Background: an optimization exercise with open tools, aiming at small area and a short achievable clock period. Do not read the settings as production practice. The RTL was checked by simulation tests, not by an equivalence proof against the original design. No activity file was given, so power comes from the tool's default toggle rates.

==> inputs of run a <==
## multiplier_pipelined
module multiplier_pipelined(
    input clk,
    input logic[31:0] a,
    input logic[31:0] b,
    output logic[63:0] r
);
Settings: LEC_CHECK=0, CAP_MARGIN=20, CORE_MARGIN=2, CORE_UTILIZATION=40, SETUP_SLACK_MARGIN=3.3, SLEW_MARGIN=20, SYNTH_HIERARCHICAL=1; clock period 7.5 ns.
standard.sh (not shown) runs the stock make flow with config.mk's settings and CLKGATE_MAP_FILE= SYNTH_SCRIPT=/design/flow/synth_recipe.tcl, a recipe that flattens the netlist after the stock synthesis.
==> flow/flow/run.sh <==
#!/bin/bash
# The standard layout (the standard.sh: unchanged synthesis and steps), with two changes:
# - the input and output ports are buffered with sky130_fd_sc_hd__buf_2 cells rather than
#   the cell buffer_ports picks by default (clkdlybuf4s50_1, a slow delay cell); every port
#   still gets a buffer;
# - after synthesis, flow/upsize.tcl (ORFS's POST_SYNTH_TCL hook) gives flip-flops that drive
#   8 or more loads the dfxtp_4 drive strength; registers keep their names and cell type.
set -euo pipefail
export BUFFER_PORTS_ARGS="-buffer_cell sky130_fd_sc_hd__buf_2"
export POST_SYNTH_TCL="$PWD/flow/upsize.tcl"
bash standard.sh > standard_flow.log 2>&1
==> flow/flow/upsize.tcl <==
# Give the flip-flops that drive many loads a stronger drive (dfxtp_1 -> dfxtp_4).
# Loads are counted through buffers and inverters. Only the drive strength changes:
# every register keeps its name and its cell type.
proc my_sinks {net depth} {
  set n 0
  foreach it [$net getITerms] {
    if {[$it isOutputSignal]} { continue }
    set m [[$it getInst] getMaster]
    if {$depth < 4 && [regexp {__(clk)?(buf|inv)_} [$m getName]]} {
      set o [[$it getInst] findITerm [expr {[regexp {inv} [$m getName]] ? "Y" : "X"}]]
      if {$o ne "NULL" && [$o getNet] ne "NULL"} { incr n [my_sinks [$o getNet] [expr {$depth + 1}]]; continue }
    }
    incr n
  }
  return $n
}
set n_up 0
foreach inst [[ord::get_db_block] getInsts] {
  if {[[$inst getMaster] getName] ne "sky130_fd_sc_hd__dfxtp_1"} { continue }
  set net [[$inst findITerm Q] getNet]
  if {$net eq "NULL"} { continue }
  if {[my_sinks $net 0] >= 8} {
    replace_cell [$inst getName] sky130_fd_sc_hd__dfxtp_4
    incr n_up
  }
}
puts "upsize.tcl: $n_up flip-flops upsized to dfxtp_4"
==> run b: changes against run a <==
==> flow/flow/run.sh (replaced) <==
#!/bin/bash
# The standard layout (the standard.sh, unchanged synthesis and steps), except that the
# input and output ports are buffered with sky130_fd_sc_hd__buf_2 cells rather than the cell
# buffer_ports picks by default (clkdlybuf4s50_1, a slow delay cell). Every port still gets a buffer.
set -euo pipefail
export BUFFER_PORTS_ARGS="-buffer_cell sky130_fd_sc_hd__buf_2"
bash standard.sh > standard_flow.log 2>&1
SETUP_SLACK_MARGIN = 3.1   (was 3.3)
removed: flow/flow/upsize.tcl
==> summary.txt <==
Run b completed without violations. Run a passed the timing, design-rule and antenna checks. Synthesized cell count is the same in run b and run a. Of run a and run b, run a has the higher hold slack (gap 0.19 ns). Against run a, the core utilization of run b is lower by 2.0 points. Between run b and run a, the lower register-to-register slack is in run b (gap 0.20 ns).

* * *

==> job 6144 <==
multiplier_pipelined again, from the RTL that the note above started with.
export LEC_CHECK = 0
export CAP_MARGIN = 20
export CORE_MARGIN = 2
export CORE_UTILIZATION = 40
export SETUP_SLACK_MARGIN = 3.3
export SLEW_MARGIN = 20
export SYNTH_HIERARCHICAL = 1
create_clock -name core_clock -period 7.5 [get_ports {clk}]
==> flow/flow/run.sh <==
#!/bin/bash
# The standard layout (the standard.sh, unchanged synthesis and steps), except that the
# input and output ports are buffered with sky130_fd_sc_hd__buf_2 cells rather than the cell
# buffer_ports picks by default (clkdlybuf4s50_1, a slow delay cell). Every port still gets a buffer.
set -euo pipefail
export BUFFER_PORTS_ARGS="-buffer_cell sky130_fd_sc_hd__buf_2"
bash standard.sh > standard_flow.log 2>&1
==> job 7202: changes against job 6144 <==
==> flow/flow/run.sh (replaced) <==
#!/bin/bash
# The standard layout (the standard.sh: unchanged synthesis and steps), with two changes:
# - the input and output ports are buffered with sky130_fd_sc_hd__buf_2 cells rather than
#   the cell buffer_ports picks by default (clkdlybuf4s50_1, a slow delay cell); every port
#   still gets a buffer;
# - after synthesis, flow/upsize.tcl (ORFS's POST_SYNTH_TCL hook) gives flip-flops that drive
#   8 or more loads the dfxtp_4 drive strength; registers keep their names and cell type.
set -euo pipefail
export BUFFER_PORTS_ARGS="-buffer_cell sky130_fd_sc_hd__buf_2"
export POST_SYNTH_TCL="$PWD/flow/upsize.tcl"
bash standard.sh > standard_flow.log 2>&1
==> flow/flow/upsize.tcl (new file) <==
# Give the flip-flops that drive many loads a stronger drive (dfxtp_1 -> dfxtp_4).
# Loads are counted through buffers and inverters. Only the drive strength changes:
# every register keeps its name and its cell type.
proc my_sinks {net depth} {
  set n 0
  foreach it [$net getITerms] {
    if {[$it isOutputSignal]} { continue }
    set m [[$it getInst] getMaster]
    if {$depth < 4 && [regexp {__(clk)?(buf|inv)_} [$m getName]]} {
      set o [[$it getInst] findITerm [expr {[regexp {inv} [$m getName]] ? "Y" : "X"}]]
      if {$o ne "NULL" && [$o getNet] ne "NULL"} { incr n [my_sinks [$o getNet] [expr {$depth + 1}]]; continue }
    }
    incr n
  }
  return $n
}
set n_up 0
foreach inst [[ord::get_db_block] getInsts] {
  if {[[$inst getMaster] getName] ne "sky130_fd_sc_hd__dfxtp_1"} { continue }
  set net [[$inst findITerm Q] getNet]
  if {$net eq "NULL"} { continue }
  if {[my_sinks $net 0] >= 8} {
    replace_cell [$inst getName] sky130_fd_sc_hd__dfxtp_4
    incr n_up
  }
}
puts "upsize.tcl: $n_up flip-flops upsized to dfxtp_4"
Settings changed: PLACE_DENSITY set to 0.75.
==> summary.txt <==
Primary FF master, synth: dfxtp_1
outcome: complete, no violations
Peak VDD IR: 0.249 mV
Yosys top cell area share: 19.8%
tapcell count: 882
GPL Wtd Cong: 0.969
post-CTS setup buffers: 16
R2R setup slack: 3.33 ns
#FFs+latches synth: 231
Net Sw Power: 7480 uW
# fillers: 6398
the above is filed under job 6144

==> summary.txt <==
tapcell count: 931
# fillers: 6404
outcome: complete, no violations
CP dominant cell by count: buf_4
final worst slack: 3.24 ns
post-CTS setup buffers: 12
R2R setup slack: 3.30 ns
setup tns final: 0 ns
Worst Reg-to-Reg Cells: 9
Net Sw Power: 7550 uW
GPL Wtd Cong: 0.973
Peak VDD IR: 0.251 mV
the above is filed under job 7202

what the ideal ports hide:
Ports are ideal in the flow. The routed layouts listed here were re-timed in OpenROAD.
Step 1: set_driving_cell puts a clkbuf_16 on clk and a buf_2 on each other input, an assumption about the parent block.
Step 2 times the ports against the registers' clock, not the clock port: input delays grow and output delays shrink by t, the midpoint of the rising clock arrivals with the driver on.
Slacks: ideal ports / drivers / drivers and shift; pairs: ideal ports / drivers.
run	t, ns	slack for setup (ns)	hold slack, ns	latest minus earliest clock arrival (ns)	cell pins on the clock port's net
run a	0.643	3.326 / 3.274 / 3.326	0.790 / 0.790 / 0.790	0.015 / 0.015	1
run b	0.625	3.123 / 3.109 / 3.123	0.602 / 0.602 / 0.602	0.013 / 0.014	1
job 6144	0.625	3.264 / 3.204 / 3.332	0.601 / 0.601 / 0.601	0.017 / 0.017	1
job 7202	0.605	3.242 / 3.180 / 3.299	0.777 / 0.777 / 0.777	0.013 / 0.013	1
After both steps setup and hold are still met in every run listed.
